What follows belongs to an exercise in optimizing a design on an open flow for small area and a short achievable clock period; a production flow would make more cautious choices. Where RTL was checked, it was by simulation tests only, not by an equivalence proof against the original. Power figures rest on the tool's default switching activity, not on a simulated workload.

// FPadd
module FPadd (
    input         ADD_SUB,
    input  [31:0] FP_A,
    input  [31:0] FP_B,
    input         clk,
    output reg [31:0] FP_Z
);
Size in the first run: roughly 1400 cells after synthesis, roughly 280 flip-flops, about 0.014 mm^2 of cells after synthesis.
Settings: LEC_CHECK=0, CAP_MARGIN=20, CORE_MARGIN=2, CORE_UTILIZATION=40, CTS_BUF_LIST=sky130_fd_sc_hd__clkbuf_8, SETUP_SLACK_MARGIN=4.3, SLEW_MARGIN=20; clock period 7.0 ns.
standard.sh (not shown) runs the stock make flow with config.mk's settings and CLKGATE_MAP_FILE= SYNTH_SCRIPT=/design/flow/synth_recipe.tcl, a recipe that flattens the netlist after the stock synthesis.
==> flow/flow/run.sh <==
#!/bin/bash
# The standard layout (standard.sh: the standard ORFS synthesis through
# finish, unchanged) with two differences in how the layout is made:
#  - the buffers that global placement puts on every input and output port
#    are buf_2 cells instead of the default pick (clkdlybuf4s50_1, a slow
#    clock-delay cell);
#  - clock tree synthesis inserts no dummy loads.
set -euo pipefail
cd "$(dirname "$0")/.."
export BUFFER_PORTS_ARGS="-buffer_cell sky130_fd_sc_hd__buf_2"
export CTS_ARGS="-sink_clustering_enable -repair_clock_nets -dont_use_dummy_load -buf_list sky130_fd_sc_hd__clkbuf_8 -sink_clustering_size 16 -sink_clustering_max_diameter 80"
bash standard.sh > standard.log 2>&1
Change:
--- a/flow/design.v
+++ b/flow/design.v
@@ -3,21 +3,32 @@
     input  [31:0] FP_A,
     input  [31:0] FP_B,
     input         clk,
     output reg [31:0] FP_Z
 );
     integer i, l;
     wire [7:0]  eA = FP_A[30:23], eB = FP_B[30:23];
     wire        zA = ~|eA, zB = ~|eB;
     wire        ffA = &eA, ffB = &eB;
     wire        lowA = ~|eA[7:1], lowB = ~|eB[7:1];
-    wire        dneg = (eA < eB) & ~lowB;
+    reg  [7:0]  elt, eeq;
+    always @* begin
+        elt = ~eA & eB;
+        eeq = ~(eA ^ eB);
+        for (l = 0; (1 << l) < 8; l = l + 1)
+            for (i = 0; i < 8; i = i + 1)
+                if (((i >> l) & 1) == 1) begin
+                    elt[i] = elt[i] | (eeq[i] & elt[((i >> l) << l) - 1]);
+                    eeq[i] = eeq[i] & eeq[((i >> l) << l) - 1];
+                end
+    end
+    wire        dneg = elt[7] & ~lowB;
     wire        deq  = (eA == eB) | (lowA & lowB);
     wire [7:0]  dAB = eA - eB;
     wire [7:0]  dBA = eB - eA;
     wire        c   = zA ^ zB;
     wire [2:0]  hA = eA[7:5], hB = eB[7:5];
     wire        geAB = (eA[4:0] >= eB[4:0]), geBA = (eB[4:0] >= eA[4:0]);
     wire        eqL  = (eA[4:0] == eB[4:0]);
     wire        h2AB = ({1'b0, hA} >= {1'b0, hB} + 4'd2), h2BA = ({1'b0, hB} >= {1'b0, hA} + 4'd2);
     wire        h1AB = ({1'b0, hA} == {1'b0, hB} + 4'd1), h1BA = ({1'b0, hB} == {1'b0, hA} + 4'd1);
     wire        zAB  = h2AB | (h1AB & geAB & ~(c & eqL));
@@ -44,21 +55,21 @@
         ma1   <= mA;
         mb1   <= mB;
         sa1   <= FP_A[31];
         sub1  <= FP_A[31] ^ xB;
         c1    <= c;
         swp1  <= swp;
         dab1  <= dAB[4:0];
         dba1  <= dBA[4:0];
         zab1  <= zAB;
         zba1  <= zBA;
-        e1    <= (eA < eB) ? eB : eA;
+        e1    <= elt[7] ? eB : eA;
         nan1  <= (ffA & |FP_A[22:0]) | (ffB & |FP_B[22:0]) | (ffA & ffB & ~ADD_SUB);
     end
     wire [23:0] L0  = swp1 ? mb1 : ma1;
     wire [23:0] S0  = swp1 ? (ma1 ^ {24{sub1}}) : (mb1 ^ {24{sub1}});
     wire [4:0]  sh  = (swp1 ? dba1 : dab1) - {4'd0, c1};
     wire        shz = swp1 ? zba1 : zab1;
     wire [57:0] sw  = {{31{sub1}}, S0, {3{sub1}}} >> sh;
     wire [26:0] sal = shz ? {27{sub1}} : sw[26:0];
     reg  [23:0] l2;
     reg  [26:0] s2al;
Worst hold slack got worse by 7.0 ps.
Clock-buffer cell count rose by 1.
Die area rose slightly.
Clock power rose slightly.
Sequential share of layout area is about the same.
Global-route usage rose by 0.60 points.
Function not checked in the second run of this note: the RTL went through the layout flow alone.

==> separate check: timing with driven ports <==
How much do the figures lean on ideal ports? The routed layouts below were timed once more, with nothing changed but the port constraints. Step 1 sets driving cells, clkbuf_16 on the clock port and buf_2 on the other inputs (assumed; they add their load-dependent delay and slew). Step 2 times the ports against the registers' clock, not the clock port: input delays grow and output delays shrink by t, the midpoint of the rising clock arrivals with the driver on. Slacks: ideal / step 1 / step 2; pairs: ideal / step 1.
run | t, ns | setup slack, ns | worst register clock-pin slew, ns | pins driven straight from the clock port
the first run | 0.570 | 4.364 / 4.375 / 3.806 | 0.11 / 0.11 | 1
the second run | 0.570 | 4.303 / 4.324 / 3.754 | 0.10 / 0.10 | 1
After both steps every run listed still meets setup and hold. The setup slack of the first run, which loses most, moves by +0.011 ns with the drivers and by -0.558 ns with both steps.
